Background: an optimization exercise with open tools, aiming at small area. Do not read the settings as production practice.
At most, simulation tests tie the RTL to the original design; equivalence was not proved.

==> job 7435 <==
## top_counter_up_down
module top_counter_up_down (
    input        clk,
    input        reset,
    output [3:0] fndCom,
    output [7:0] fndFont,
    output       tx,
    input        rx
);
Settings: LEC_CHECK=0, ABC_AREA=1, CAP_MARGIN=20, CORE_MARGIN=2, CORE_UTILIZATION=80, SLEW_MARGIN=20; clock period 90.0 ns.
run.sh (not shown) runs the stock make flow with config.mk's settings and CLKGATE_MAP_FILE= SYNTH_SCRIPT=/design/flow/synth_recipe.tcl, a recipe that flattens the netlist after the stock synthesis.
==> job 2925: changes against job 7435 <==
CORE_UTILIZATION = 60   (was 80)
==> results_dict.tcl <==
set metrics [dict create \
    crit_path_max_incr_delay_ns 0.54 \
    multi_input_area_share 0.416 \
    dp.cells 510 \
    placed_area_um2 3840 \
    area_growth_syn_to_layout_pct 9.25 \
    rr_endpoint "U_Counter.bcd[10]" \
    status "no timing/DRC/antenna violations" \
    place_ws_ns 69.66 \
    nClkBuffers 10 \
]
The numbers above come from job 7435.

==> results_dict.tcl <==
set metrics [dict create \
    place_ws_ns 69.65 \
    status "no timing/DRC/antenna violations" \
    area_growth_syn_to_layout_pct 10.0 \
    grt_max_degree 47 \
    seq_area_frac 0.410 \
    multi_input_area_share 0.413 \
    nClkBuffers 9 \
    vias 2977 \
    critPathCapture "fndFont[1]" \
    p_sw_frac 0.213 \
    placed_area_um2 3860 \
    final_cell_mix "nand2_1 (94), inv_1 (64), nor2_1 (41), nand3_1 (38), dfrtp_1 (36)" \
    holdPathEnd "U_uart.td[5]" \
    dp.cells 532 \
    p_comb_frac 0.009 \
    grt_pass1_vias 2731 \
    clk_pin_slew_ns 0.08 \
    arrival_ns 2.73 \
]
The numbers above come from job 2925.

No functional check of the RTL was part of any run of this note.


==> job 236 <==
top_counter_up_down, a different RTL version from the one above (not shown whole).
==> module uart, before the edit <==
module uart (
    input        clk,
    input        reset,
    input        br_tick,
    output       tx,
    output [7:0] rx_data,
    output       rx_done,
    input        rx
);
    reg [7:0] p;
    reg [7:0] rd;
    wire r_idle = (p == 8'd0);
    assign rx_done = (p == 8'd160);
    assign rx_data = rd;
    wire r_sample = br_tick & (p[3:0] == 4'hf) & (p[7:4] != 4'd0) & (p[7:4] != 4'd9);
    always @(posedge clk, posedge reset) begin
        if (reset) begin
            p <= 8'd0;
        end else if (r_idle | rx_done) begin
            p <= rx ? 8'd0 : 8'd8;
        end else if (br_tick) begin
            p <= p + 8'd1;
        end
    end
    always @(posedge clk) begin
        if ((r_idle | rx_done) & ~rx) rd <= 8'd0;
        else if (r_sample) rd <= {rx, rd[7:1]};
    end
    localparam T_DONE = 8'd160, T_IDLE = 8'd161, T_LOAD = 8'd255;
    reg [7:0] q;
    reg [7:0] td;
    wire t_frame = (q < 8'd160);
    wire t_shift = br_tick & (q[3:0] == 4'hf) & (q[7:4] != 4'd0) & (q[7:4] != 4'd9);
    always @(posedge clk, posedge reset) begin
        if (reset) begin
            q <= T_IDLE;
        end else if (q == T_IDLE) begin
            if (rx_done) q <= T_LOAD;
        end else if (q == T_LOAD) begin
            q <= 8'd0;
        end else if (q == T_DONE) begin
            q <= T_IDLE;
        end else if (br_tick) begin
            q <= q + 8'd1;
        end
    end
    always @(posedge clk) begin
        if (q == T_LOAD) td <= rd;
        else if (t_shift) td <= {1'b0, td[7:1]};
    end
    assign tx = (q[7:4] == 4'd0) ? 1'b0 : t_frame ? (q[7:4] == 4'd9 ? 1'b1 : td[0]) : 1'b1;
endmodule
==> module top_counter_up_down, before the edit <==
module top_counter_up_down (
    input        clk,
    input        reset,
    output [3:0] fndCom,
    output [7:0] fndFont,
    output       tx,
    input        rx
);
    wire        br_tick, scan_tick;
    wire [7:0]  rx_data;
    wire        rx_done;
    wire        en, clear, mode;
    wire [15:0] bcd;
    tick_gen U_TickGen (
        .clk      (clk),
        .reset    (reset),
        .br_tick  (br_tick),
        .scan_tick(scan_tick)
    );
    uart U_uart (
        .clk    (clk),
        .reset  (reset),
        .br_tick(br_tick),
        .tx     (tx),
        .rx_data(rx_data),
        .rx_done(rx_done),
        .rx     (rx)
    );
    control_unit U_ControlUnit (
        .clk    (clk),
        .reset  (reset),
        .rx_data(rx_data),
        .rx_done(rx_done),
        .en     (en),
        .clear  (clear),
        .mode   (mode)
    );
    counter_bcd U_Counter (
        .clk  (clk),
        .reset(reset),
        .en   (en),
        .clear(clear),
        .mode (mode),
        .bcd  (bcd)
    );
    fndController U_FndController (
        .clk      (clk),
        .reset    (reset),
        .scan_tick(scan_tick),
        .bcd      (bcd),
        .fndCom   (fndCom),
        .fndFont  (fndFont)
    );
endmodule
==> module control_unit, before the edit <==
module control_unit (
    input            clk,
    input            reset,
    input      [7:0] rx_data,
    input            rx_done,
    output           en,
    output           clear,
    output reg       mode
);
    localparam STOP = 2'd0, RUN = 2'd1, CLEAR = 2'd2;
    reg [1:0] state;
    wire hi  = (rx_data[7:6] == 2'b01);
    wire is_r = hi && (rx_data[4:0] == 5'b10010);
    wire is_c = hi && (rx_data[4:0] == 5'b00011);
    wire is_m = hi && (rx_data[4:0] == 5'b01101);
    assign en    = (state == RUN);
    assign clear = (state == CLEAR);
    always @(posedge clk, posedge reset) begin
        if (reset) begin
            state <= STOP;
            mode  <= 1'b0;
        end else begin
            if (rx_done && is_m) mode <= ~mode;
            case (state)
                STOP: begin
                    if (rx_done && is_r) state <= RUN;
                    else if (rx_done && is_c) state <= CLEAR;
                end
                RUN: if (rx_done && is_r) state <= STOP;
                default: state <= STOP;
            endcase
        end
    end
endmodule
==> module counter_bcd, before the edit <==
module counter_bcd (
    input             clk,
    input             reset,
    input             en,
    input             clear,
    input             mode,
    output reg [15:0] bcd
);
    reg [4:0] div;
    wire tick = (div == 5'd25);
    always @(posedge clk, posedge reset) begin
        if (reset) begin
            div <= 5'd0;
        end else if (clear) begin
            div <= 5'd0;
        end else if (en) begin
            div <= tick ? 5'd1 : div + 5'd1;
        end
    end
    wire step = en & tick;
    wire [3:0] d0 = bcd[3:0], d1 = bcd[7:4], d2 = bcd[11:8], d3 = bcd[15:12];
    wire l0 = mode ? (d0 == 4'd0) : (d0 == 4'd9);
    wire l1 = mode ? (d1 == 4'd0) : (d1 == 4'd9);
    wire l2 = mode ? (d2 == 4'd0) : (d2 == 4'd9);
    function [3:0] nxt(input [3:0] d, input dn);
        if (dn) nxt = (d == 4'd0) ? 4'd9 : d - 4'd1;
        else    nxt = (d == 4'd9) ? 4'd0 : d + 4'd1;
    endfunction
    always @(posedge clk, posedge reset) begin
        if (reset) begin
            bcd <= 16'd0;
        end else if (clear) begin
            bcd <= 16'd0;
        end else if (step) begin
            bcd[3:0] <= nxt(d0, mode);
            if (l0) bcd[7:4] <= nxt(d1, mode);
            if (l0 & l1) bcd[11:8] <= nxt(d2, mode);
            if (l0 & l1 & l2) bcd[15:12] <= nxt(d3, mode);
        end
    end
endmodule
==> module tick_gen, before the edit <==
module tick_gen (
    input  clk,
    input  reset,
    output br_tick,
    output scan_tick
);
    reg [3:0] c;
    always @(posedge clk, posedge reset) begin
        if (reset) c <= 4'd15;
        else if (c == 4'd9) c <= 4'd0;
        else if (c == 4'd15) c <= 4'd1;
        else c <= c + 4'd1;
    end
    assign scan_tick = (c == 4'd0);
    assign br_tick   = (c == 4'd0) | (c == 4'd5);
endmodule
clock: 90.0 ns
lec_check: 0
cap_margin: 20
core_margin: 2
core_utilization: 40
slew_margin: 20
==> job 5756: changes against job 236 <==
==> flow/design.v (replaced) <==
`timescale 1ns / 1ps
module uart (
    input        clk,
    input        reset,
    input        br_tick,
    input        ph2,
    output       tx,
    output [7:0] rx_data,
    output       rx_done,
    input        rx
);
    localparam R_IDLE = 8'h14, R_START = 8'h78;
    reg [7:0] p;
    reg [7:0] rd;
    wire [3:0] pb = p[7:4];
    wire r_wait = (pb == 4'd1);            
    assign rx_done = r_wait & ~p[2];
    assign rx_data = rd;
    always @(posedge clk, posedge reset) begin
        if (reset) p <= R_IDLE;
        else if (r_wait) p <= rx ? R_IDLE : R_START;
        else if (br_tick) p <= p + 8'd1;
    end
    always @(posedge clk) begin
        if (br_tick & pb[3] & (p[3:0] == 4'hf)) rd <= {rx, rd[7:1]};
    end
    localparam T_IDLE = 8'h11, T_START = 8'h70;
    reg [7:0] q;
    reg [7:0] td;
    reg       z;
    wire [3:0] qb = q[7:4];
    wire t_idle = (qb == 4'd1) & q[0];
    wire t_load = t_idle & rx_done;
    always @(posedge clk, posedge reset) begin
        if (reset) q <= T_IDLE;
        else if (t_idle) begin
            if (rx_done) q <= T_START;
        end else if (br_tick) q <= q + 8'd1;
    end
    always @(posedge clk) begin
        if (t_load) begin
            td <= rd;
            z  <= ~rx;
        end
    end
    assign tx = (qb == 4'd7) ? (ph2 & (q[3:0] == 4'd0)) : qb[3] ? (td[qb[2:0]] & ~z) : 1'b1;
endmodule
`timescale 1ns / 1ps
module top_counter_up_down (
    input        clk,
    input        reset,
    output [3:0] fndCom,
    output [7:0] fndFont,
    output       tx,
    input        rx
);
    wire        br_tick, scan_tick, ph2;
    wire [7:0]  rx_data;
    wire        rx_done;
    wire        en, clear_cmd, mode;
    wire [15:0] bcd;
    tick_gen U_TickGen (
        .clk      (clk),
        .reset    (reset),
        .br_tick  (br_tick),
        .scan_tick(scan_tick),
        .ph2      (ph2)
    );
    uart U_uart (
        .clk    (clk),
        .reset  (reset),
        .br_tick(br_tick),
        .ph2    (ph2),
        .tx     (tx),
        .rx_data(rx_data),
        .rx_done(rx_done),
        .rx     (rx)
    );
    control_unit U_ControlUnit (
        .clk    (clk),
        .reset  (reset),
        .rx_data(rx_data),
        .rx_done(rx_done),
        .en       (en),
        .clear_cmd(clear_cmd),
        .mode     (mode)
    );
    counter_bcd U_Counter (
        .clk  (clk),
        .reset(reset),
        .en       (en),
        .clear_cmd(clear_cmd),
        .mode     (mode),
        .bcd  (bcd)
    );
    fndController U_FndController (
        .clk      (clk),
        .reset    (reset),
        .scan_tick(scan_tick),
        .bcd      (bcd),
        .fndCom   (fndCom),
        .fndFont  (fndFont)
    );
endmodule
module control_unit (
    input            clk,
    input            reset,
    input      [7:0] rx_data,
    input            rx_done,
    output reg       en,
    output           clear_cmd,
    output reg       mode
);
    wire hi   = (rx_data[7:6] == 2'b01);
    wire is_r = hi && (rx_data[4:0] == 5'b10010);
    wire is_c = hi && (rx_data[4:0] == 5'b00011);
    wire is_m = hi && (rx_data[4:0] == 5'b01101);
    assign clear_cmd = rx_done & is_c & ~en;
    always @(posedge clk, posedge reset) begin
        if (reset) begin
            en   <= 1'b0;
            mode <= 1'b0;
        end else begin
            if (rx_done && is_m) mode <= ~mode;
            if (rx_done && is_r) en <= ~en;
        end
    end
endmodule
module counter_bcd (
    input             clk,
    input             reset,
    input             en,
    input             clear_cmd,
    input             mode,
    output reg [15:0] bcd
);
    reg [4:0] div;
    wire tick  = &div;
    wire clear = (div == 5'd0);
    always @(posedge clk, posedge reset) begin
        if (reset) begin
            div <= 5'd6;
        end else if (clear) begin
            div <= 5'd6;
        end else if (clear_cmd) begin
            div <= 5'd0;
        end else if (en) begin
            div <= (div + 5'd1) | {2'b00, {3{tick}}};
        end
    end
    wire step = en & tick;
    wire [3:0] t0, t1, t2, t3;
    wire c1, c2, c3, c4;
    bcd_digit_t U_D0 (.d(bcd[3:0]),   .dn(mode), .ci(step), .t(t0), .co(c1));
    bcd_digit_t U_D1 (.d(bcd[7:4]),   .dn(mode), .ci(c1),   .t(t1), .co(c2));
    bcd_digit_t U_D2 (.d(bcd[11:8]),  .dn(mode), .ci(c2),   .t(t2), .co(c3));
    bcd_digit_t U_D3 (.d(bcd[15:12]), .dn(mode), .ci(c3),   .t(t3), .co(c4));
    always @(posedge clk, posedge reset) begin
        if (reset) begin
            bcd <= 16'd0;
        end else if (clear) begin
            bcd <= 16'd0;
        end else begin
            bcd <= bcd ^ {t3, t2, t1, t0};
        end
    end
endmodule
module bcd_digit_t (
    input  [3:0] d,
    input        dn,
    input        ci,
    output [3:0] t,
    output       co
);
    wire [2:0] e = d[2:0] ^ {3{dn}};
    wire term = dn ? ~(d[3] | d[2] | d[1] | d[0]) : (d[3] & d[0]);
    assign co   = ci & term;
    assign t[0] = ci;
    assign t[1] = ci & e[0] & ~term;
    assign t[2] = ci & e[0] & e[1] & ~term;
    assign t[3] = ci & ((e[0] & e[1] & e[2]) | term);
endmodule
`timescale 1ns / 1ps
module tick_gen (
    input  clk,
    input  reset,
    output br_tick,
    output scan_tick,
    output ph2
);
    reg [3:0] c;
    always @(posedge clk, posedge reset) begin
        if (reset) c <= 4'd15;
        else if (c == 4'd9) c <= 4'd0;
        else if (c == 4'd15) c <= 4'd1;
        else c <= c + 4'd1;
    end
    assign scan_tick = (c == 4'd0);
    assign br_tick   = (c == 4'd0) | (c == 4'd5);
    assign ph2       = (c == 4'd2) | (c == 4'd7);
endmodule
module fndController (
    input         clk,
    input         reset,
    input         scan_tick,
    input  [15:0] bcd,
    output [ 3:0] fndCom,
    output [ 7:0] fndFont
);
    reg [1:0] sel;
    always @(posedge clk, posedge reset) begin
        if (reset) sel <= 2'd0;
        else if (scan_tick) sel <= sel + 2'd1;
    end
    assign fndCom = ~(4'b0001 << sel);
    reg [3:0] dig;
    always @(*) begin
        case (sel)
            2'd0: dig = bcd[3:0];
            2'd1: dig = bcd[7:4];
            2'd2: dig = bcd[11:8];
            default: dig = bcd[15:12];
        endcase
    end
    wire w = dig[3], x = dig[2], y = dig[1], z = dig[0];
    wire a_off = (~w & ~x & ~y & z) | (x & ~y & ~z);
    wire b_off = x & (y ^ z);
    wire c_off = ~x & y & ~z;
    wire d_off = a_off | (x & y & z);
    wire e_off = z | (x & ~y);
    wire f_off = (y & z) | (~w & ~x & (y | z));
    wire g_off = (~w & ~x & ~y) | (x & y & z);
    wire ones_lt5 = ~bcd[3] & ~(bcd[2] & (bcd[1] | bcd[0]));
    wire dp = ~((sel == 2'd1) & ones_lt5);
    assign fndFont = {dp, g_off, f_off, e_off, d_off, c_off, b_off, a_off};
endmodule
--- a/flow/config.mk
+++ b/flow/config.mk
@@ -7,5 +7,6 @@
 export LEC_CHECK = 0
+export ABC_AREA = 1
 export CAP_MARGIN = 20
 export CORE_MARGIN = 2
-export CORE_UTILIZATION = 40
+export CORE_UTILIZATION = 70
 export SLEW_MARGIN = 20
==> notes <==
In job 5756 the cell area is lower than in job 236, by about 9%. Die area: job 236 is larger than job 5756 (about 90%). Via count: job 236 is larger than job 5756 (about 3.6%). Of job 5756 and job 236, job 236 has the higher synthesized area (gap 11%, measured against job 236).
The RTL of job 5756 was laid out without a check of its function.

[separate check: timing with driven ports]
Ports are ideal in the flow. The routed layouts listed here were re-timed in OpenROAD. Step 1, drivers: a clkbuf_16 drives clk and a buf_2 each remaining input, both assumed. Step 2 times the ports against the registers' clock, not the clock port: input delays grow and output delays shrink by t, the midpoint of the rising clock arrivals with the driver on. Three values: no drivers, after step 1, after step 2; two values: the first two.
| run | shift t [ns] | setup slack, ns | worst hold slack (ns) | worst register clock-pin slew, ns | worst slew at a driven data input, ns |
|---|---|---|---|---|---|
| job 7435 | 0.382 | 69.181 / 69.154 / 69.536 | 0.480 / 0.480 / 0.480 | 0.08 / 0.08 | 0.03 |
| job 2925 | 0.364 | 69.272 / 69.240 / 69.604 | 0.471 / 0.471 / 0.471 | 0.08 / 0.08 | 0.03 |
| job 236 | 0.367 | 69.245 / 69.215 / 69.582 | 0.497 / 0.497 / 0.497 | 0.08 / 0.08 | 0.03 |
| job 5756 | 0.369 | 69.282 / 69.257 / 69.627 | 0.465 / 0.465 / 0.465 | 0.08 / 0.08 | 0.03 |
After both steps every run listed still meets setup and hold.
